What follows belongs to an exercise in optimizing a design on an open flow for small area; a production flow would make more cautious choices.
Where RTL was checked, it was by simulation tests only, not by an equivalence proof against the original.
The RTL of run 4 was laid out without a check of its function.
Power and IR drop assume default switching activity.

File: flow/flow/run.sh
#!/bin/bash
# Own layout flow: the standard flow (standard.sh) with these changes.
#  - Synthesis maps the logic with an area-oriented ABC script (area.abc)
#    instead of ORFS's delay-oriented one, and without ORFS's pre-mapping
#    of full/half adders, so ABC sees all of the logic.
#  - The ports are buffered with the smallest buffer, buf_1.
#  - CTS builds the clock tree from clkbuf_8 without dummy loads.
#  - After global routing, cells on paths with positive slack are
#    downsized (ORFS's RECOVER_POWER).
# Everything else (the synthesis passes, register names, floorplan, power
# grid, placement, CTS, routing) is the standard flow.
set -euo pipefail
W=$(pwd)
F=$W/flow

# The standard flow's synthesis script, with its abc call given our script
{
  head -n 1 synth_recipe.tcl
  cat <<TCL
proc abc {args} {
  set i [lsearch \$args -script]
  if {\$i >= 0} {
    set args [lreplace \$args \$i [expr {\$i + 1}] -script $F/area.abc]
  }
  yosys abc {*}\$args
}
TCL
  tail -n +2 synth_recipe.tcl
} > own_synth.tcl

CTS="-sink_clustering_enable -repair_clock_nets -dont_use_dummy_load"
CTS="$CTS -sink_clustering_size 10 -sink_clustering_max_diameter 40"
CTS="$CTS -buf_list sky130_fd_sc_hd__clkbuf_8"

sed -e "s#SYNTH_SCRIPT=[^ ]*#SYNTH_SCRIPT=$W/own_synth.tcl ADDER_MAP_FILE= 'BUFFER_PORTS_ARGS=-buffer_cell sky130_fd_sc_hd__buf_1' 'CTS_ARGS=$CTS' RECOVER_POWER=100#" \
  standard.sh > own_standard.sh

bash own_standard.sh > own_flow.log 2>&1
File: flow/flow/area.abc
strash
dch -f
amap
topo
File: flow/standard.sh
#!/bin/bash
# synth_recipe.tcl (not shown) runs the flow's synth.tcl, then flattens the netlist and writes it again
# the make line also repeats each setting of config.mk as NAME=value (left out here)
make -C /OpenROAD-flow-scripts/flow DESIGN_CONFIG=/design/flow/config.mk WORK_HOME=/design/flow/orfs CLKGATE_MAP_FILE= SYNTH_SCRIPT=/design/flow/synth_recipe.tcl "${@:-finish}"
File: flow/config.mk
export PLATFORM = sky130hd
export DESIGN_NAME = uSFFT
export DESIGN_NICKNAME = uSFFT
export VERILOG_FILES = /design/flow/design.v
export SDC_FILE = /design/flow/constraint.sdc
export NUM_CORES = 4
export LEC_CHECK = 0
export CAP_MARGIN = 20
export CORE_MARGIN = 2
export CORE_UTILIZATION = 70
export SLEW_MARGIN = 20
File: flow/constraint.sdc
create_clock -name core_clock -period 4.0 [get_ports {iClk}]
set_input_delay 0.8000 -clock core_clock [delete_from_list [all_inputs] [get_ports {iClk}]]
set_output_delay 0.8000 -clock core_clock [all_outputs]
set_load 0.01 [all_outputs]
File: flow/design.v
module uSADD (
    input wire iClk,
    input wire iRstN,
    input wire iA,
    input wire iB,
    output reg oC
);
    reg acc0;
    always@(posedge iClk or negedge iRstN) begin
        if(~iRstN) begin
            acc0 <= 1'b0;
            oC <= 1'b0;
        end else begin
            acc0 <= acc0 ^ iA ^ iB;
            oC <= (acc0 & iA) | (acc0 & iB) | (iA & iB);
        end
    end
endmodule
module uSSUB (
    input wire iClk,
    input wire iRstN,
    input wire iBiZero,
    input wire iA,
    input wire iB,
    output reg oAdd,
    output reg oSub
);
    reg acc0;
    wire sub0 = acc0 ^ iBiZero;
    wire iBn = ~iB;
    always@(posedge iClk or negedge iRstN) begin
        if(~iRstN) begin
            acc0 <= 1'b0;
            oAdd <= 1'b0;
            oSub <= 1'b0;
        end else begin
            acc0 <= acc0 ^ iA ^ iB;
            oAdd <= (acc0 & iA) | (acc0 & iB) | (iA & iB);
            oSub <= (sub0 & iA) | (sub0 & iBn) | (iA & iBn);
        end
    end
endmodule
module uMUL_bi (
    input wire iClk,
    input wire iRstN,
    input wire iClr,
    input wire iA,
    input wire [2:0] iT,
    input wire [7:0] iwReal,
    input wire [7:0] iwImg,
    output wire oMultReal,
    output wire oMultImg
);
    reg [8:0] nBot;
    reg [8:3] nTopHi;
    wire [2:0] nTopLo = iT[2:0] - nBot[2:0];
    wire [8:0] nTop = {nTopHi, nTopLo};
    wire [8:0] n = iA ? nBot : nTop;
    wire [7:0] g = n[7:0] ^ n[8:1];
    always@(posedge iClk or negedge iRstN) begin
        if(~iRstN) begin
            nBot <= 9'd0;
            nTopHi <= 6'd0;
        end else begin
            if(iClr) begin
                nBot <= 9'd0;
                nTopHi <= 6'd0;
            end else begin
                nBot <= nBot + {8'd0, iA};
                nTopHi <= nTopHi + {5'd0, ~iA & (&nTopLo)};
            end
        end
    end
    wire [8:0] cR;
    wire [8:0] cI;
    assign cR[8] = 1'b0;
    assign cI[8] = 1'b0;
    genvar i;
    generate
        for (i = 0; i < 8; i = i + 1) begin : g_cmp
            assign cR[i] = (iwReal[7-i] & ~g[i]) | (cR[i+1] & (iwReal[7-i] | ~g[i]));
            assign cI[i] = (iwImg[7-i] & ~g[i]) | (cI[i+1] & (iwImg[7-i] | ~g[i]));
        end
    endgenerate
    assign oMultReal = ~(iA ^ cR[0]);
    assign oMultImg = ~(iA ^ cI[0]);
endmodule
module uButterfly (
    input wire iClk,
    input wire iRstN,
    input wire iClr,
    input wire iBiZero,
    input wire [2:0] iT,
    input wire iReal0,
    input wire iImg0,
    input wire iReal1,
    input wire iImg1,
    input wire [7:0] iwReal,
    input wire [7:0] iwImg,
    output wire oReal0,
    output wire oImg0,
    output wire oReal1,
    output wire oImg1
);
    wire eq_Real1_x_wReal;
    wire eq_Real1_x_wImg;
    wire eq_Img1_x_wReal;
    wire eq_Img1_x_wImg;
    wire scalerReal0;
    wire scalerImg0;
    wire real_eq;
    wire img_eq;
    uMUL_bi u_uMUL_bi_Real1 (
        .iClk(iClk),
        .iRstN(iRstN),
        .iClr(iClr),
        .iA(iReal1),
        .iT(iT),
        .iwReal(iwReal),
        .iwImg(iwImg),
        .oMultReal(eq_Real1_x_wReal),
        .oMultImg(eq_Real1_x_wImg)
    );
    uMUL_bi u_uMUL_bi_Img1 (
        .iClk(iClk),
        .iRstN(iRstN),
        .iClr(iClr),
        .iA(iImg1),
        .iT(iT),
        .iwReal(iwReal),
        .iwImg(iwImg),
        .oMultReal(eq_Img1_x_wReal),
        .oMultImg(eq_Img1_x_wImg)
    );
    uSSUB u_uSSUB_realeq (
        .iClk(iClk),
        .iRstN(iRstN),
        .iBiZero(iBiZero),
        .iA(eq_Real1_x_wReal),
        .iB(eq_Img1_x_wImg),
        .oAdd(),
        .oSub(real_eq)
    );
    uSADD u_uSADD_imgeq (
        .iClk(iClk),
        .iRstN(iRstN),
        .iA(eq_Real1_x_wImg),
        .iB(eq_Img1_x_wReal),
        .oC(img_eq)
    );
    uSADD u_uSADD_scalerReal (
        .iClk(iClk),
        .iRstN(iRstN),
        .iA(iReal0),
        .iB(iBiZero),
        .oC(scalerReal0)
    );
    uSADD u_uSADD_scalerImg (
        .iClk(iClk),
        .iRstN(iRstN),
        .iA(iImg0),
        .iB(iBiZero),
        .oC(scalerImg0)
    );
    uSSUB u_uSSUB_oReal (
        .iClk(iClk),
        .iRstN(iRstN),
        .iBiZero(iBiZero),
        .iA(scalerReal0),
        .iB(real_eq),
        .oAdd(oReal0),
        .oSub(oReal1)
    );
    uSSUB u_uSSUB_oImg (
        .iClk(iClk),
        .iRstN(iRstN),
        .iBiZero(iBiZero),
        .iA(scalerImg0),
        .iB(img_eq),
        .oAdd(oImg0),
        .oSub(oImg1)
    );
endmodule
module uSFFT #(
    parameter BITWIDTH = 8,
    parameter BINPUT = 2
) (
    input wire iClk,
    input wire iRstN,
    input wire loadW,
    input wire iClr,
    input wire iAReal0,
    input wire iAImg0,
    input wire iAReal1,
    input wire iAImg1,
    input wire iBReal0,
    input wire iBImg0,
    input wire iBReal1,
    input wire iBImg1,
    input wire [BITWIDTH-1:0] iwReal,
    input wire [BITWIDTH-1:0] iwImg,
    output wire oCReal0,
    output wire oCImg0,
    output wire oCReal1,
    output wire oCImg1,
    output wire oDReal0,
    output wire oDImg0,
    output wire oDReal1,
    output wire oDImg1
);
    reg [7:0] wReal;
    reg [7:0] wImg;
    reg biZero;
    reg [2:0] cycT;  
    always@(posedge iClk or negedge iRstN) begin
        if(~iRstN) begin
            wReal <= 8'd0;
            wImg <= 8'd0;
        end else begin
            if(loadW) begin
                wReal <= iwReal;
                wImg <= iwImg;
            end
        end
    end
    always@(posedge iClk or negedge iRstN) begin
        if(~iRstN) begin
            biZero <= 1'b0;
        end else begin
            biZero <= ~biZero;
        end
    end
    always@(posedge iClk or negedge iRstN) begin
        if(~iRstN) begin
            cycT <= 3'd0;
        end else begin
            if(iClr) begin
                cycT <= 3'd0;
            end else begin
                cycT <= cycT + 3'd1;
            end
        end
    end
    wire mid1_Real0;
    wire mid1_Img0;
    wire mid1_Real1;
    wire mid1_Img1;
    wire mid2_Real0;
    wire mid2_Img0;
    wire mid2_Real1;
    wire mid2_Img1;
    uButterfly u_uButterfly_in1 (
        .iClk(iClk), .iRstN(iRstN), .iClr(iClr), .iBiZero(biZero), .iT(cycT),
        .iReal0(iAReal0), .iImg0(iAImg0), .iReal1(iAReal1), .iImg1(iAImg1),
        .iwReal(wReal), .iwImg(wImg),
        .oReal0(mid1_Real0), .oImg0(mid1_Img0), .oReal1(mid1_Real1), .oImg1(mid1_Img1)
    );
    uButterfly u_uButterfly_in2 (
        .iClk(iClk), .iRstN(iRstN), .iClr(iClr), .iBiZero(biZero), .iT(cycT),
        .iReal0(iBReal0), .iImg0(iBImg0), .iReal1(iBReal1), .iImg1(iBImg1),
        .iwReal(wReal), .iwImg(wImg),
        .oReal0(mid2_Real0), .oImg0(mid2_Img0), .oReal1(mid2_Real1), .oImg1(mid2_Img1)
    );
    uButterfly u_uButterfly_out13 (
        .iClk(iClk), .iRstN(iRstN), .iClr(iClr), .iBiZero(biZero), .iT(cycT),
        .iReal0(mid1_Real0), .iImg0(mid1_Img0), .iReal1(mid2_Real0), .iImg1(mid2_Img0),
        .iwReal(wReal), .iwImg(wImg),
        .oReal0(oCReal0), .oImg0(oCImg0), .oReal1(oCReal1), .oImg1(oCImg1)
    );
    uButterfly u_uButterfly_out24 (
        .iClk(iClk), .iRstN(iRstN), .iClr(iClr), .iBiZero(biZero), .iT(cycT),
        .iReal0(mid1_Real1), .iImg0(mid1_Img1), .iReal1(mid2_Real1), .iImg1(mid2_Img1),
        .iwReal(wReal), .iwImg(wImg),
        .oReal0(oDReal0), .oImg0(oDImg0), .oReal1(oDReal1), .oImg1(oDImg1)
    );
endmodule
==> results of run 1 <==
power by group through the flow:
stage / sequential (mW) / clock, mW / combinational, mW
2_1_floorplan: 2.56 / 0 / 2.07
3_3_place_gp: 2.61 / 0 / 2.57
3_5_place_dp: 2.63 / 0 / 2.67
4_1_cts: 2.59 / 0.997 / 2.69
5_1_grt: 2.63 / 1.06 / 3.09
6_report: 2.60 / 0.977 / 2.71
sequential cells by signal, indices dropped and copies added, names as in the netlist, 8 cells and up:
signal / count
u_uButterfly_out13.u_uMUL_bi_Real1.nBot: 9
wImg: 8
u_uButterfly_out24.u_uMUL_bi_Img1.nBot: 9
wReal: 8
u_uButterfly_in1.u_uMUL_bi_Img1.nBot: 9
u_uButterfly_in1.u_uMUL_bi_Real1.nBot: 9
u_uButterfly_out13.u_uMUL_bi_Img1.nBot: 9
u_uButterfly_out24.u_uMUL_bi_Real1.nBot: 9
u_uButterfly_in2.u_uMUL_bi_Img1.nBot: 9
u_uButterfly_in2.u_uMUL_bi_Real1.nBot: 9
routing by layer:
metal / wire (um) / track usage [%] / vias up
met5: 0 / 0 / -
met4: 704 / 10.80 / 0
met3: 2166 / 7.915 / 66
met2: 11750 / 52.34 / 363
met1: 11360 / 44.44 / 4586
li1: - / - / 5019
per-stage QoR:
stage	hold slack (ns)	instance area [um^2]
final	0.4906	11450
after global routing	0.4983	11450
after CTS	0.4855	11510
after detailed placement	0.4709	11270
after global placement	0.4681	11270
after floorplan	0.4456	10700
cell usage in the layout (no fill, tap or decap), types with 39 or more instances in the layout:
master,netlist,routed
nor2_1,275,275
dfrtp_1,196,196
a21oi_1,134,134
o22ai_1,134,134
clkinv_1,111,111
nor3_1,91,91
o21ai_0,83,82
nand2_1,81,81
and3_1,49,49
and2_0,39,39
cell families after synthesis:
group                  count (synthesis)
AND/OR/NAND/NOR                      535
AO/OA/AOI/OAI                        469
flip-flops                           196
buffers and inverters                111
area by class of cell:
type / count / area, um^2 / share of cell area [%]
inverters: 111 / 416.7 / 3.639
repair buffers: 60 / 281.5 / 2.458
flip-flops and latches: 196 / 4905 / 42.83
well taps: 188 / 235.2 / 2.054
clock buffers: 17 / 234.0 / 2.043
multi-input cells: 1004 / 5379 / 46.97
timing repair:
action | CTS | global route
setup buffers | 0 | 0
gates resized for setup | 0 | 1
hold buffers | 0 | 0
endpoints found under the hold margin | 0 | 0
endpoints found under the setup margin | 0 | 1
worst paths after layout:
kind	startpoint	endpoint	slack (ns)	cells after the start
min in group asynchronous	iRstN	u_uButterfly_out24.u_uMUL_bi_Img1.nBot[8]	0.77	1
setup reg to reg	cycT[1]	u_uButterfly_out13.u_uSSUB_realeq.acc0	0.36	18
max in group asynchronous	iRstN	u_uButterfly_out13.u_uMUL_bi_Img1.nBot[2]	1.12	2
hold reg to reg	u_uButterfly_out13.u_uMUL_bi_Img1.nTopHi[8]	u_uButterfly_out13.u_uMUL_bi_Img1.nTopHi[8]	0.49	1
setup / recovery	cycT[1]	u_uButterfly_out13.u_uSSUB_realeq.acc0	0.36	18
hold / removal	u_uButterfly_out13.u_uMUL_bi_Img1.nTopHi[8]	u_uButterfly_out13.u_uMUL_bi_Img1.nTopHi[8]	0.49	1
==> out/qor.yml, run 1 <==
hold_path_class: "reg -> reg"
synth_top_family_by_area: "compound AO/OA/AOI/OAI gates"
utilization_pct: 75.89
cts.sinks: 196
rsz0062_at_grt: "false"
wl_um: 25980
p_switching_mw: 2.569
die_w_um: 127.6
setup_viol: 0
grt_pass1_vias: 8988
track_usage_pct: 32.74
area_delta_synth_final_pct: 7.016
cts.clk_slew.worst_paths_ns: 0.11
leakage_nw: 4.658
initial_core_util_pct: 70.91
cts_tree: "yes"
final_cells: 1576
grt_pass1_wl_um: 42300
hold_violations: 0
p_int_mw: 3.717
via_per_inst: 6.367
grt_max_degree: 71
crit_required_ns: 4.42
worstMarginPinSlew_ns: 2.091
drv_slew: 159
status: "failed layout checks"
vias: 10030
clock_path_buffers: 2
clockPowerShare_pct: 15.5
period_share_pct: 90.90
p_seq_share_pct: 41.4
crit_family: "compound AO/OA/AOI/OAI gates"
critical_path.slowest_cell: "o21ai_0"
avgSynthCellArea_um2: 8.162
tns_ns: 0
synth_top_cell_area_share_pct: 45.84
drive_gt1_share_pct: 2.450
dr.pass1.iters: 5
wl_per_cell_um: 16.48
io_pins: 36
p_per_area_nw_per_um2: 548.9
so_faults: "max-capacitance violations, max-slew violations"
place_inst: 1559
comb_power_share_pct: 43.1
drt_first_iter_violations: 706
power_mw: 6.286
synthesis.nets: 1339
clk_latency_ns: 0.48
synthXorXnorAreaFrac_pct: 0
ys_seq_elements: 196
max_cap_viol_count: 3
crit_buf_inv: 2
synth_edf_count: 0
critPathKind: "reg -> reg"
ys_top_cells_by_count: "nor2_1 (275), dfrtp_1 (196), a21oi_1 (134), o22ai_1 (134), clkinv_1 (111)"
yosysMostFrequentCell: "nor2_1"
antenna_found_initial: 0
fin_crit_ns: 3.636
syn_inst: 1311
synthArstFlopShare_pct: 100.0
die-area_um2: 16290
yosysTopAreaCell: "dfrtp_1"
core_area_um2: 15090
synth_fa_ha_area_share_pct: 0
synth-simple-area-share_pct: 21.89
timing.fmax_mhz: 275.0
muxShareOfSynthArea_pct: 0
yosysWarnings: 4
cts-root-buf: "clkbuf_8"
h-tree-depth: 4
synth_area_leaders: "dfrtp_1 (46%), nor2_1 (9.6%), o22ai_1 (7.8%)"
gp_congestion: 0.8946
nNetsFinal: 1418
ys_seq_area_share_pct: 45.84
place_ws_ns: 0.08193
syn-cell-area_um2: 10700
crit_chain: "clkinv_1 > o22ai_1 > nor2_1 > a21oi_1 > a21oi_1 > o22ai_1 > clkinv_1 > o22ai_1 > o221a_1 > a221o_1 > o21ai_0 > nor2_1 > a21oi_1 > o21ai_0 > nor2_1 > a21oi_1 > nor2_1 > a21oi_1"
ir_drop_v: 0.0003674
endpoint_kind: "register"
drc_errors: 0
port_buffers: 35
worstPathMaxFanout: 9
drtAntennaViolNets: 0
critPathMaxStageDelay_ns: 0.41
synth_compound_area_share_pct: 28.38
finalClockSkew_ns: 0.03484
antenna_cells: 0
synth_cell_types: 16
numCtsBuffers: 17
setup_slack_ns: 0.3641
gr-total-overflow: 0
arrival_ns: 4.05
swShare_pct: 40.87
die_y_um: 127.6
slew_headroom_pct: -39.40
dp_hpwl_um: 17550
start_kind: "register"
fillers: 1165
crit_top_cell: "a21oi_1"
num_rows: 45
synth_ff_type: "dfrtp_1"
==> run 2, diff against run 1 <==
==> flow/flow/run.sh (replaced) <==
#!/bin/bash
# Own layout flow: the standard flow (standard.sh) with these changes.
#  - Synthesis maps the logic with an area-oriented ABC script (area.abc)
#    instead of ORFS's delay-oriented one, and pre-maps only full adders
#    (not half adders) before ABC.
#  - The ports are buffered with the smallest buffer, buf_1.
#  - CTS builds the clock tree from clkbuf_8 without dummy loads.
# Everything else (the synthesis passes, register names, floorplan, power
# grid, placement, CTS, routing) is the standard flow.
set -euo pipefail
W=$(pwd)
F=$W/flow

# The standard flow's synthesis script, with its abc call given our script
{
  head -n 1 synth_recipe.tcl
  cat <<TCL
proc abc {args} {
  set i [lsearch \$args -script]
  if {\$i >= 0} {
    set args [lreplace \$args \$i [expr {\$i + 1}] -script $F/area.abc]
  }
  yosys abc {*}\$args
}
proc extract_fa {args} {
  yosys extract_fa -fa {*}\$args
}
TCL
  tail -n +2 synth_recipe.tcl
} > own_synth.tcl

CTS="-sink_clustering_enable -repair_clock_nets -dont_use_dummy_load"
CTS="$CTS -sink_clustering_size 10 -sink_clustering_max_diameter 40"
CTS="$CTS -buf_list sky130_fd_sc_hd__clkbuf_8"

sed -e "s#SYNTH_SCRIPT=[^ ]*#SYNTH_SCRIPT=$W/own_synth.tcl 'BUFFER_PORTS_ARGS=-buffer_cell sky130_fd_sc_hd__buf_1' 'CTS_ARGS=$CTS'#" \
  standard.sh > own_standard.sh

bash own_standard.sh > own_flow.log 2>&1
==> out/qor.yml, run 2 <==
crit_required_ns: 4.36
ys_seq_area_share_pct: 46.11
fin_area_um2: 11530
p_per_area_nw_per_um2: 556.1
drc_errors: 0
wl_um: 24830
avgSynthCellArea_um2: 8.835
crit_top_cell: "o21ai_0"
cts.clk_slew.worst_paths_ns: 0.08
antenna_cells: 0
synth_top_cell_area_share_pct: 46.11
track_usage_pct: 31.49
endpoint_kind: "register"
critical_path.slowest_cell: "dfrtp_1"
finalClockSkew_ns: 0.04023
antenna_found_initial: 0
cts.sinks: 196
ys_seq_elements: 196
layout_commonest_cell: "nor2_1"
grt_pass1_wl_um: 40300
ctsResizeCount: 0
drive_gt1_share_pct: 4.257
final_cell_mix: "nor2_1 (239), dfrtp_1 (196), o22ai_1 (114), clkinv_1 (107), nor3_1 (85)"
die-area_um2: 16200
nNetsFinal: 1350
gr-total-overflow: 0
critPathKind: "reg -> reg"
crit_family: "compound AO/OA/AOI/OAI gates"
via_per_inst: 6.232
clock_path_buffers: 2
ir_drop_v: 0.0003178
cts_tree: "yes"
port_buffers: 35
gp_congestion: 0.8722
timing.fmax_mhz: 271.3
syn_inst: 1204
ys_top_cells_by_count: "nor2_1 (239), dfrtp_1 (196), o22ai_1 (114)"
die_y_um: 127.3
critPathMaxStageDelay_ns: 0.53
numCtsBuffers: 17
synth_cell_types: 19
num_rows: 45
slew_headroom_pct: 51.93
yosysTopAreaCell: "dfrtp_1"
hold_violations: 0
initial_core_util_pct: 70.76
yosysMostFrequentCell: "nor2_1"
drtAntennaViolNets: 0
start_kind: "register"
drv_slew: 0
h-tree-depth: 4
cts-root-buf: "clkbuf_8"
post_cts_buffers: 0
worstPathMaxFanout: 10
synth_ff_type: "dfrtp_1"
synthArstFlopShare_pct: 100.0
crit_buf_inv: 2
wl_per_cell_um: 16.77
arrival_ns: 4.04
synth_area_leaders: "dfrtp_1 (46%), nor2_1 (8.4%), o22ai_1 (6.7%)"
clk_latency_ns: 0.47
synthesis.nets: 1260
area_delta_synth_final_pct: 8.375
yosysWarnings: 4
tns_ns: 0
vias: 9223
fin_crit_ns: 3.686
grt_pass1_vias: 8358
core_area_um2: 15030
setup_viol: 0
syn-cell-area_um2: 10640
status: "finished clean"
hold_path_class: "in -> async"
crit_chain: "clkinv_1 > o22ai_1 > nand2_1 > o21ai_0 > clkinv_1 > o22ai_1 > o21ai_0 > nand2_1 > o221a_1 > a221o_1 > o221a_1 > a221o_1 > o21ai_0 > nor2_1 > a21oi_1 > o21ai_0 > nor2_1 > a21oi_1 > nor2_1 > a21oi_1"
leakage_nw: 4.774
placed_area_um2: 11290
io_pins: 36
utilization_pct: 76.69
dr.pass1.iters: 5
max_cap_viol_count: 0
worstMarginPinSlew_ns: 0.7210
power_mw: 6.411
rsz0062_at_grt: "false"
grt_max_degree: 103
die_w_um: 127.3
holdBufCountCts: 0
dp_hpwl_um: 17330
period_share_pct: 92.14
synth_edf_count: 0
drt_first_iter_violations: 766
-- run 2: changes by cell type after synthesis, sizes merged --
cell	delta
nor2	-36
or2	+4
a21oi	-70
xnor2	+3
clkinv	-4
and2	-7
o22ai	-20
o21ai	-8
fa	+28
nor3	-6
and3	+2
a22oi	+7
-- run 2: cells by family after synthesis --
kind of cell | Yosys count | synth area share, %
buffers and inverters | 107 | 3.776
DFF | 196 | 46.11
xor gates and xnor gates | 3 | 0.2470
adders and majority gates | 28 | 5.269
AOI/OAI and AO/OA | 378 | 24.19
and+or+nand+nor | 492 | 20.41
-- run 2: worst paths after layout --
kind,slack [ns],cells past startpoint,startpoint,end
setup / recovery,0.31,20,u_uButterfly_in2.u_uSSUB_oReal.oSub,u_uButterfly_out24.u_uSSUB_realeq.acc0
hold / removal,0.35,1,iRstN,u_uButterfly_out24.u_uMUL_bi_Real1.nTopHi[4]
setup reg to reg,0.31,20,u_uButterfly_in2.u_uSSUB_oReal.oSub,u_uButterfly_out24.u_uSSUB_realeq.acc0
hold reg to reg,0.48,1,u_uButterfly_out24.u_uMUL_bi_Img1.nBot[8],u_uButterfly_out24.u_uMUL_bi_Img1.nBot[8]
max in group asynchronous,2.70,2,iRstN,u_uButterfly_in1.u_uMUL_bi_Img1.nBot[2]
min in group core_clock,0.48,1,u_uButterfly_out24.u_uMUL_bi_Img1.nBot[8],u_uButterfly_out24.u_uMUL_bi_Img1.nBot[8]
-- run 2: final cells by class --
type,count,area [um^2]
timing repair buffer,71,421.7
fill,1141,3505
tap,188,235.2
sequential,196,4905
inverter,107,401.6
clock buffer,17,234.0
multi-input combinational,901,5331
-- run 2: through the flow --
step / worst slack [ns] / hold slack (ns) / instances
2_1_floorplan: 0.5322 / 0.4451 / 1204
3_3_place_gp: 0.3143 / 0.4641 / 1463
3_5_place_dp: 0.2037 / 0.4696 / 1463
4_1_cts: 0.4054 / 0.3406 / 1480
5_1_grt: 0.02488 / 0.3767 / 1480
6_report: 0.3145 / 0.3509 / 1480
-- run 2: power by group --
| part | leakage, nW | switching [mW] | internal (mW) |
|---|---|---|---|
| registers | 2.54 | 0.335 | 2.33 |
| clock network | 0.122 | 0.582 | 0.377 |
| logic | 2.11 | 1.66 | 1.13 |
| total | 4.77 | 2.57 | 3.84 |
-- run 2: layer usage --
metal  wire, um  GRT usage [%]  vias to the layer above  part of all wire (%)
li1           -              -                     4579                     -
met1      10620          40.54                     4314                    43
met2      12290          53.76                      274                    49
met3       1328          6.365                       56                   5.3
met4        590          10.80                        0                   2.4
met5          0              0                        -                     0
==> run 3, diff against run 2 <==
--- a/flow/flow/run.sh
+++ b/flow/flow/run.sh
@@ -6,4 +6,6 @@
 #  - The ports are buffered with the smallest buffer, buf_1.
 #  - CTS builds the clock tree from clkbuf_8 without dummy loads.
+#  - After global routing, cells on paths with positive slack are
+#    downsized (ORFS's RECOVER_POWER).
 # Everything else (the synthesis passes, register names, floorplan, power
 # grid, placement, CTS, routing) is the standard flow.
@@ -34,5 +36,5 @@
 CTS="$CTS -buf_list sky130_fd_sc_hd__clkbuf_8"
 
-sed -e "s#SYNTH_SCRIPT=[^ ]*#SYNTH_SCRIPT=$W/own_synth.tcl 'BUFFER_PORTS_ARGS=-buffer_cell sky130_fd_sc_hd__buf_1' 'CTS_ARGS=$CTS'#" \
+sed -e "s#SYNTH_SCRIPT=[^ ]*#SYNTH_SCRIPT=$W/own_synth.tcl 'BUFFER_PORTS_ARGS=-buffer_cell sky130_fd_sc_hd__buf_1' 'CTS_ARGS=$CTS' RECOVER_POWER=100#" \
   standard.sh > own_standard.sh
 
==> out/qor.yml, run 3 <==
status: "failed layout checks"
so_faults: "max-capacitance violations, max-slew violations"
final_cells: 1480
ys_seq_elements: 196
antenna_cells: 0
cts.sinks: 196
ir_drop_v: 0.0003156
wl_met1_um: 10560
dr.pass1.iters: 5
hold_violations: 0
drc_errors: 0
layout.area.seq_um2: 4905
port_buffers: 35
crit_top_cell: "o21ai_0"
grt_max_degree: 103
dp_hpwl_um: 17330
wl_um: 24810
numCtsBuffers: 17
fin_crit_ns: 3.672
antenna_found_initial: 0
post_cts_buffers: 0
critPathMaxStageDelay_ns: 0.53
rsz0062_at_grt: "false"
gr-total-overflow: 0
cts_tree: "yes"
syn-cell-area_um2: 10640
ys_seq_area_share_pct: 46.11
crit_chain: "clkinv_1 > o22ai_1 > nand2_1 > o21ai_0 > clkinv_1 > o22ai_1 > o21ai_0 > nand2_1 > o221a_1 > a221o_1 > o221a_1 > a221o_1 > o21ai_0 > nor2_1 > a21oi_1 > o21ai_0 > nor2_1 > a21oi_1 > nor2_1 > a21oi_1"
crit_buf_inv: 2
worstHoldPathCells: 1
wl_per_cell_um: 16.76
fillers: 1153
endpoint_kind: "register"
critPathKind: "reg -> reg"
yosysTopAreaCell: "dfrtp_1"
hold_end: "u_uButterfly_out24.u_uMUL_bi_Img1.nBot[8]"
synth_top_cell_area_share_pct: 46.11
ctsResizeCount: 0
tns_ns: 0
critical_path.slowest_cell: "dfrtp_1"
worstHoldStart: "u_uButterfly_out24.u_uMUL_bi_Img1.nBot[8]"
wl_met3_um: 1434
setup_viol: 0
ys_top_cells_by_count: "nor2_1 (239), dfrtp_1 (196), o22ai_1 (114)"
avgSynthCellArea_um2: 8.835
period_share_pct: 91.81
track_usage_pct: 31.49
worstMarginPinSlew_ns: 2.093
synthesis.nets: 1260
place_inst: 1463
cts.clk_slew.worst_paths_ns: 0.09
top_layer: "met4"
synthArstFlopShare_pct: 100.0
synth_cell_types: 19
synth_edf_count: 0
r2r-start: "u_uButterfly_in2.u_uSSUB_oReal.oSub"
crit_required_ns: 4.36
syn_inst: 1204
multi_input_area_um2: 5331
nNetsFinal: 1350
initial_core_util_pct: 70.76
drt_first_iter_violations: 780
leakage_nw: 4.742
max_cap_viol_count: 2
clock_path_buffers: 2
holdBufCountCts: 0
yosysWarnings: 4
crit_cells: 20
synth_area_leaders: "dfrtp_1 (46%), nor2_1 (8.4%), o22ai_1 (6.7%)"
h-tree-depth: 4
timing.rr.end: "u_uButterfly_out24.u_uSSUB_realeq.acc0"
met2WireLength_um: 12250
die_y_um: 127.3
slew_headroom_pct: -39.51
p_per_area_nw_per_um2: 557.8
start_kind: "register"
hold_path_class: "reg -> reg"
drtAntennaViolNets: 0
grt_pass1_vias: 8358
die-area_um2: 16200
r2r_slack_ns: 0.33
die_w_um: 127.3
clk_latency_ns: 0.48
num_rows: 45
drv_slew: 76
reg2reg_depth: 20
io_pins: 36
gp_congestion: 0.8722
yosysMostFrequentCell: "nor2_1"
drive_gt1_share_pct: 3.715
grt_pass1_wl_um: 40300
layout_commonest_cell: "nor2_1"
timing.fmax_mhz: 272.3
finalClockSkew_ns: 0.04099
vias: 9246
via_per_inst: 6.247
arrival_ns: 4.03
cts-root-buf: "clkbuf_8"
worstPathMaxFanout: 10
core_area_um2: 15030
crit_family: "compound AO/OA/AOI/OAI gates"
synth_ff_type: "dfrtp_1"
area_delta_synth_final_pct: 7.893
final_cell_mix: "nor2_1 (239), dfrtp_1 (196), o22ai_1 (114), clkinv_1 (107), nor3_1 (85)"
-- run 3: cell families (layout without fill, tap and decap cells) --
group                      after synthesis  count (layout)  share of synthesized area, %
xor gates and xnor gates                 3               3                        0.2470
AOI/OAI and AO/OA                      378             378                         24.19
DFF                                    196             196                         46.11
and+or+nand+nor                        492             492                         20.41
buffers and inverters                  107             195                         3.776
adders and majority gates               28              28                         5.269
-- run 3: worst max path at each step --
stage / startpoint / endpoint / slack (ns)
after floorplan: iAReal1 / u_uButterfly_in1.u_uSADD_imgeq.acc0 / 0.53
after global placement: iAImg1 / u_uButterfly_in1.u_uSADD_imgeq.acc0 / 0.31
after detailed placement: iAImg1 / u_uButterfly_in1.u_uSADD_imgeq.acc0 / 0.20
after CTS: u_uButterfly_in2.u_uSSUB_oReal.oSub / u_uButterfly_out24.u_uSSUB_realeq.acc0 / 0.41
after global routing: iRstN / u_uButterfly_in1.u_uMUL_bi_Img1.nBot[2] / 0.02
final: u_uButterfly_in2.u_uSSUB_oReal.oSub / u_uButterfly_out24.u_uSSUB_realeq.acc0 / 0.33
-- run 3: stage by stage --
step / cell area (um^2) / total power, mW / setup slack, ns / hold WS, ns / utilization (%)
final: 11480 / 6.403 / 0.3278 / 0.4781 / 76.35
after global routing: 11480 / 6.925 / 0.01655 / 0.4975 / 76.35
after CTS: 11530 / 6.420 / 0.4054 / 0.3406 / 76.69
after detailed placement: 11290 / 5.439 / 0.2037 / 0.4696 / 75.13
after global placement: 11290 / 5.303 / 0.3143 / 0.4641 / 75.13
after floorplan: 10640 / 4.694 / 0.5322 / 0.4451 / -
-- run 3: final cells by class --
type / instances / area share [%]
inverters: 107 / 3.499
clock buffers: 17 / 2.039
well taps: 188 / 2.049
multi-input cells: 901 / 46.45
flip-flops and latches: 196 / 42.73
repair buffers: 71 / 3.227
-- run 3: metal layers --
layer  GRT usage, %  up-vias
met3          6.365       59
met4          10.80        0
met2          53.76      295
li1               -     4575
met1          40.54     4317
met5              0        -
-- run 3: report_power, final --
group | switching (mW) | leakage [nW] | internal (mW) | total (mW)
registers | 0.336 | 2.54 | 2.33 | 2.67
clock network | 0.585 | 0.122 | 0.377 | 0.961
logic | 1.65 | 2.08 | 1.12 | 2.77
total | 2.58 | 4.74 | 3.83 | 6.40
==> run 4, diff against run 3 <==
--- a/flow/design.v
+++ b/flow/design.v
@@ -46,5 +46,5 @@
     input wire iClr,
     input wire iA,
-    input wire [2:0] iT,
+    input wire [3:0] iT,
     input wire [7:0] iwReal,
     input wire [7:0] iwImg,
@@ -53,20 +53,24 @@
 );
     reg [8:0] nBot;
-    reg [8:3] nTopHi;
-    wire [2:0] nTopLo = iT[2:0] - nBot[2:0];
+    reg [8:4] nTopHi;
+    wire [3:0] nTopLo = iT[3:0] - nBot[3:0];
     wire [8:0] nTop = {nTopHi, nTopLo};
     wire [8:0] n = iA ? nBot : nTop;
+    wire [8:0] nInc = n + 9'd1;
     wire [7:0] g = n[7:0] ^ n[8:1];
     always@(posedge iClk or negedge iRstN) begin
         if(~iRstN) begin
             nBot <= 9'd0;
-            nTopHi <= 6'd0;
+            nTopHi <= 5'd0;
         end else begin
             if(iClr) begin
                 nBot <= 9'd0;
-                nTopHi <= 6'd0;
+                nTopHi <= 5'd0;
             end else begin
-                nBot <= nBot + {8'd0, iA};
-                nTopHi <= nTopHi + {5'd0, ~iA & (&nTopLo)};
+                if(iA) begin
+                    nBot <= nInc;
+                end else begin
+                    nTopHi <= nInc[8:4];
+                end
             end
         end
@@ -91,5 +95,5 @@
     input wire iClr,
     input wire iBiZero,
-    input wire [2:0] iT,
+    input wire [3:0] iT,
     input wire iReal0,
     input wire iImg0,
@@ -212,5 +216,5 @@
     reg [7:0] wImg;
     reg biZero;
-    reg [2:0] cycT;  
+    reg [3:0] cycT;  
     always@(posedge iClk or negedge iRstN) begin
         if(~iRstN) begin
@@ -233,10 +237,10 @@
     always@(posedge iClk or negedge iRstN) begin
         if(~iRstN) begin
-            cycT <= 3'd0;
+            cycT <= 4'd0;
         end else begin
             if(iClr) begin
-                cycT <= 3'd0;
+                cycT <= 4'd0;
             end else begin
-                cycT <= cycT + 3'd1;
+                cycT <= cycT + 4'd1;
             end
         end
==> flow/flow/run.sh (replaced) <==
#!/bin/bash
# Own layout flow: the standard flow (standard.sh) with two changes.
#  - Synthesis maps the logic with an area-oriented ABC script (area.abc)
#    instead of ORFS's delay-oriented one, and without ORFS's pre-mapping
#    of full/half adders, so ABC sees all of the logic.
#  - The ports are buffered with the smallest buffer, buf_1.
#  - CTS builds the clock tree from clkbuf_8 without dummy loads.
# Everything else (the synthesis passes, register names, floorplan, power
# grid, placement, CTS, routing) is the standard flow.
set -euo pipefail
W=$(pwd)
F=$W/flow

# The standard flow's synthesis script, with its abc call given our script
{
  head -n 1 synth_recipe.tcl
  cat <<TCL
proc abc {args} {
  set i [lsearch \$args -script]
  if {\$i >= 0} {
    set args [lreplace \$args \$i [expr {\$i + 1}] -script $F/area.abc]
  }
  yosys abc {*}\$args
}
TCL
  tail -n +2 synth_recipe.tcl
} > own_synth.tcl

CTS="-sink_clustering_enable -repair_clock_nets -dont_use_dummy_load"
CTS="$CTS -sink_clustering_size 20 -sink_clustering_max_diameter 60"
CTS="$CTS -buf_list sky130_fd_sc_hd__clkbuf_8"

sed -e "s#SYNTH_SCRIPT=[^ ]*#SYNTH_SCRIPT=$W/own_synth.tcl ADDER_MAP_FILE= 'BUFFER_PORTS_ARGS=-buffer_cell sky130_fd_sc_hd__buf_1' 'CTS_ARGS=$CTS'#" \
  standard.sh > own_standard.sh

bash own_standard.sh > own_flow.log 2>&1
--- a/flow/config.mk
+++ b/flow/config.mk
@@ -8,4 +8,7 @@
 export CAP_MARGIN = 20
 export CORE_MARGIN = 2
-export CORE_UTILIZATION = 70
+export CORE_UTILIZATION = 40
+export CTS_BUF_LIST = sky130_fd_sc_hd__clkbuf_8
+export CTS_CLUSTER_DIAMETER = 60
+export CTS_CLUSTER_SIZE = 20
 export SLEW_MARGIN = 20
==> out/qor.yml, run 4 <==
avgSynthCellArea_um2: 7.595
p_per_area_nw_per_um2: 671.4
yosysMostFrequentCell: "nor2_1"
die-area_um2: 28720
num_rows: 60
drive_gt1_share_pct: 6.926
ys_seq_area_share_pct: 43.19
antenna_found_initial: 0
die_w_um: 169.5
synth_compound_area_share_pct: 32.02
synthXorXnorAreaFrac_pct: 0
synthesis.nets: 1470
leakage_nw: 4.777
nNetsFinal: 1575
synth_fa_ha_area_share_pct: 0
p_seq_share_pct: 34.1
post_cts_buffers: 0
synth_ff_type: "dfrtp_1"
synth_top_cell_area_share_pct: 43.19
tns_ns: 0
r2r_slack_ns: 0.29
area_delta_synth_final_pct: 12.75
rsz0062_at_grt: "true"
start_kind: "register"
final_cell_mix: "nor2_1 (269), clkinv_1 (249), o22ai_1 (197), dfrtp_1 (188), a21oi_1 (177)"
synth_area_leaders: "dfrtp_1 (43%), o22ai_1 (12%), nor2_1 (9.4%)"
status: "finished clean"
finalClockSkew_ns: 0.04600
synth_edf_count: 0
cts.sinks: 189
wl_per_cell_um: 17.10
dr.pass1.iters: 8
drv_slew: 0
drt_first_iter_violations: 892
endpoint_kind: "register"
yosysTopAreaCell: "dfrtp_1"
p_switching_mw: 3.827
drtAntennaViolNets: 0
layout_commonest_cell: "nor2_1"
grt_max_degree: 69
place_ws_ns: -0.07088
wl_um: 32250
grt_pass1_wl_um: 52260
cts_tree: "yes"
ir_drop_v: 0.0002338
setup_slack_ns: 0.2893
cts-root-buf: "clkbuf_8"
setup_viol: 0
ys_seq_elements: 189
synthArstFlopShare_pct: 100.0
p_int_mw: 4.463
die_y_um: 169.5
synth_cell_types: 25
vias: 10890
max_cap_viol_count: 0
numCtsBuffers: 17
ys_top_cells_by_count: "nor2_1 (274), clkinv_1 (254), o22ai_1 (215)"
grt_pass1_vias: 10030
clock_path_buffers: 2
clockPowerShare_pct: 12.2
slew_headroom_pct: 38.03
synth_top_family_by_area: "compound AO/OA/AOI/OAI gates"
fin_crit_ns: 3.711
antenna_cells: 0
muxShareOfSynthArea_pct: 0
syn-cell-area_um2: 10950
initial_core_util_pct: 40.64
r2r-start: "cycT[1]"
swShare_pct: 46.17
hold_violations: 0
track_usage_pct: 23.07
worstMarginPinSlew_ns: 0.9295
syn_inst: 1442
hold_path_class: "in -> async"
timing.rr.end: "u_uButterfly_out24.u_uSADD_imgeq.acc0"
via_per_inst: 5.773
clk_latency_ns: 0.49
core_area_um2: 26950
timing.fmax_mhz: 269.5
crit_required_ns: 4.42
h-tree-depth: 4
drc_errors: 0
cts.clk_slew.worst_paths_ns: 0.11
critPathKind: "reg -> reg"
gp_congestion: 0.8582
reg2reg_depth: 22
synth-simple-area-share_pct: 16.09
arrival_ns: 4.13
dp_hpwl_um: 21960
yosysWarnings: 4
port_buffers: 35
gr-total-overflow: 0
io_pins: 36
period_share_pct: 92.77
comb_power_share_pct: 53.7
holdBufCountCts: 0
worstPathMaxFanout: 7
run 4: cell count changes after synthesis, sizes merged, moves of 37 or more:
cell    previous run  this run
a21oi             64       177
and3              51         0
clkinv           107       254
nand2             81       118
nor3              85        12
o22ai            114       215
o32ai              0        43
run 4: cells by family after synthesis:
logic type             count (synthesis)
and+or+nand+nor                      442
AOI/OAI and AO/OA                    557
buffers and inverters                254
DFF                                  189
run 4: power by group through the flow:
stage / Sequential (mW) / Combinational, mW / Clock [mW]
6_report: 2.83 / 4.45 / 1.01
2_1_floorplan: 2.81 / 3.19 / 0
5_1_grt: 2.89 / 5.07 / 1.11
3_5_place_dp: 2.84 / 4.26 / 0
3_3_place_gp: 2.82 / 4.17 / 0
4_1_cts: 2.80 / 4.27 / 1.03
run 4: area by class of cell:
class	instances	area, um^2
Fill cell	2692	14600
Sequential cell	189	4731
Inverter	254	957.2
Multi-Input combinational cell	999	5444
Tap cell	341	426.7
Clock buffer	17	234.0
Timing Repair Buffer	86	555.5
run 4: layer usage:
| metal | GRT usage (%) | up-vias | wire length, um |
|---|---|---|---|
| met5 | 0 | - | 0 |
| met4 | 6.132 | 0 | 570 |
| met3 | 3.358 | 40 | 1913 |
| met2 | 36.47 | 303 | 14520 |
| met1 | 33.18 | 5127 | 15250 |
| li1 | - | 5418 | - |
run 4: metrics by stage:
stage               cell area (um^2)  instances  power [mW]  hold WS (ns)  utilization [%]
detailed placement             11930       1869       7.101        0.4955            44.28
floorplan                      10950       1442       5.998        0.4685                -
global route                   12350       1886       9.069        0.5183            45.82
finish                         12350       1886       8.290        0.4316            45.82
CTS                            12170       1886       8.111        0.4882            45.15
global placement               11930       1869       6.993        0.4986            44.28
run 4: timing repair:
item                       in CTS  in global routing
hold endpoints to repair        0                  0
gates resized for setup         0                 42
setup endpoints to repair       0                 15
run 4: how the worst max path moves through the flow:
stage	startpoint	end	slack, ns	depth (start not counted)
CTS	cycT[1]	u_uButterfly_out13.u_uSSUB_realeq.acc0	0.16	22
finish	cycT[1]	u_uButterfly_out24.u_uSADD_imgeq.acc0	0.29	22
global placement	iAReal1	u_uButterfly_in1.u_uSADD_imgeq.acc0	-0.004	21
global route	cycT[1]	u_uButterfly_out24.u_uSADD_imgeq.acc0	-0.05	22
detailed placement	iAReal1	u_uButterfly_in1.u_uSADD_imgeq.acc0	-0.07	21
floorplan	iBReal1	u_uButterfly_in2.u_uSSUB_realeq.acc0	0.43	19
run 4: critical path, cell delays in order (launching register included):
cell and delay, ns:
dfrtp_1 0.42, clkinv_1 0.10, buf_4 0.18, nor2_1 0.18, a21oi_1 0.07, nor2b_1 0.16
o32ai_1 0.30, a21oi_1 0.13, o22ai_2 0.20, clkinv_1 0.18, o22ai_1 0.29, o21ai_0 0.13
nand3_1 0.11, o221a_1 0.16, a21oi_1 0.04, a21oi_1 0.16, a21oi_1 0.10, nor2b_1 0.15
nor2_1 0.21, nand2_1 0.10, o21ai_0 0.11, nor2_1 0.06, a21oi_1 0.11

[afterwards: timing with drivers on the ports]
The results above use ideal ports. As a check the final layouts listed here were re-extracted and re-timed, cells and wires unchanged.
Step 1 sets driving cells, clkbuf_16 on the clock port and buf_2 on the other inputs (assumed; they add their load-dependent delay and slew).
Step 2 times the ports against the registers' clock, not the clock port: input delays grow and output delays shrink by t, the midpoint of the rising clock arrivals with the driver on.
Slacks: ideal ports / drivers / drivers and shift; pairs: ideal ports / drivers.
| run | t, ns | setup slack, ns | worst hold slack (ns) | clock arrival spread, ns | slew at the worst register clock pin (ns) |
|---|---|---|---|---|---|
| run 1 | 0.502 | 0.364 / 0.364 / -0.101 | 0.491 / 0.491 / 0.491 | 0.035 / 0.035 | 0.11 / 0.11 |
| run 2 | 0.493 | 0.314 / 0.314 / 0.074 | 0.351 / 0.336 / 0.481 | 0.043 / 0.043 | 0.11 / 0.11 |
| run 3 | 0.495 | 0.328 / 0.328 / 0.134 | 0.478 / 0.478 / 0.478 | 0.043 / 0.043 | 0.11 / 0.11 |
| run 4 | 0.515 | 0.289 / 0.289 / -0.056 | 0.432 / 0.412 / 0.490 | 0.048 / 0.048 | 0.12 / 0.12 |
The setup slack of run 1, which loses most, moves by 0.000 ns with the drivers and by -0.465 ns with both steps.
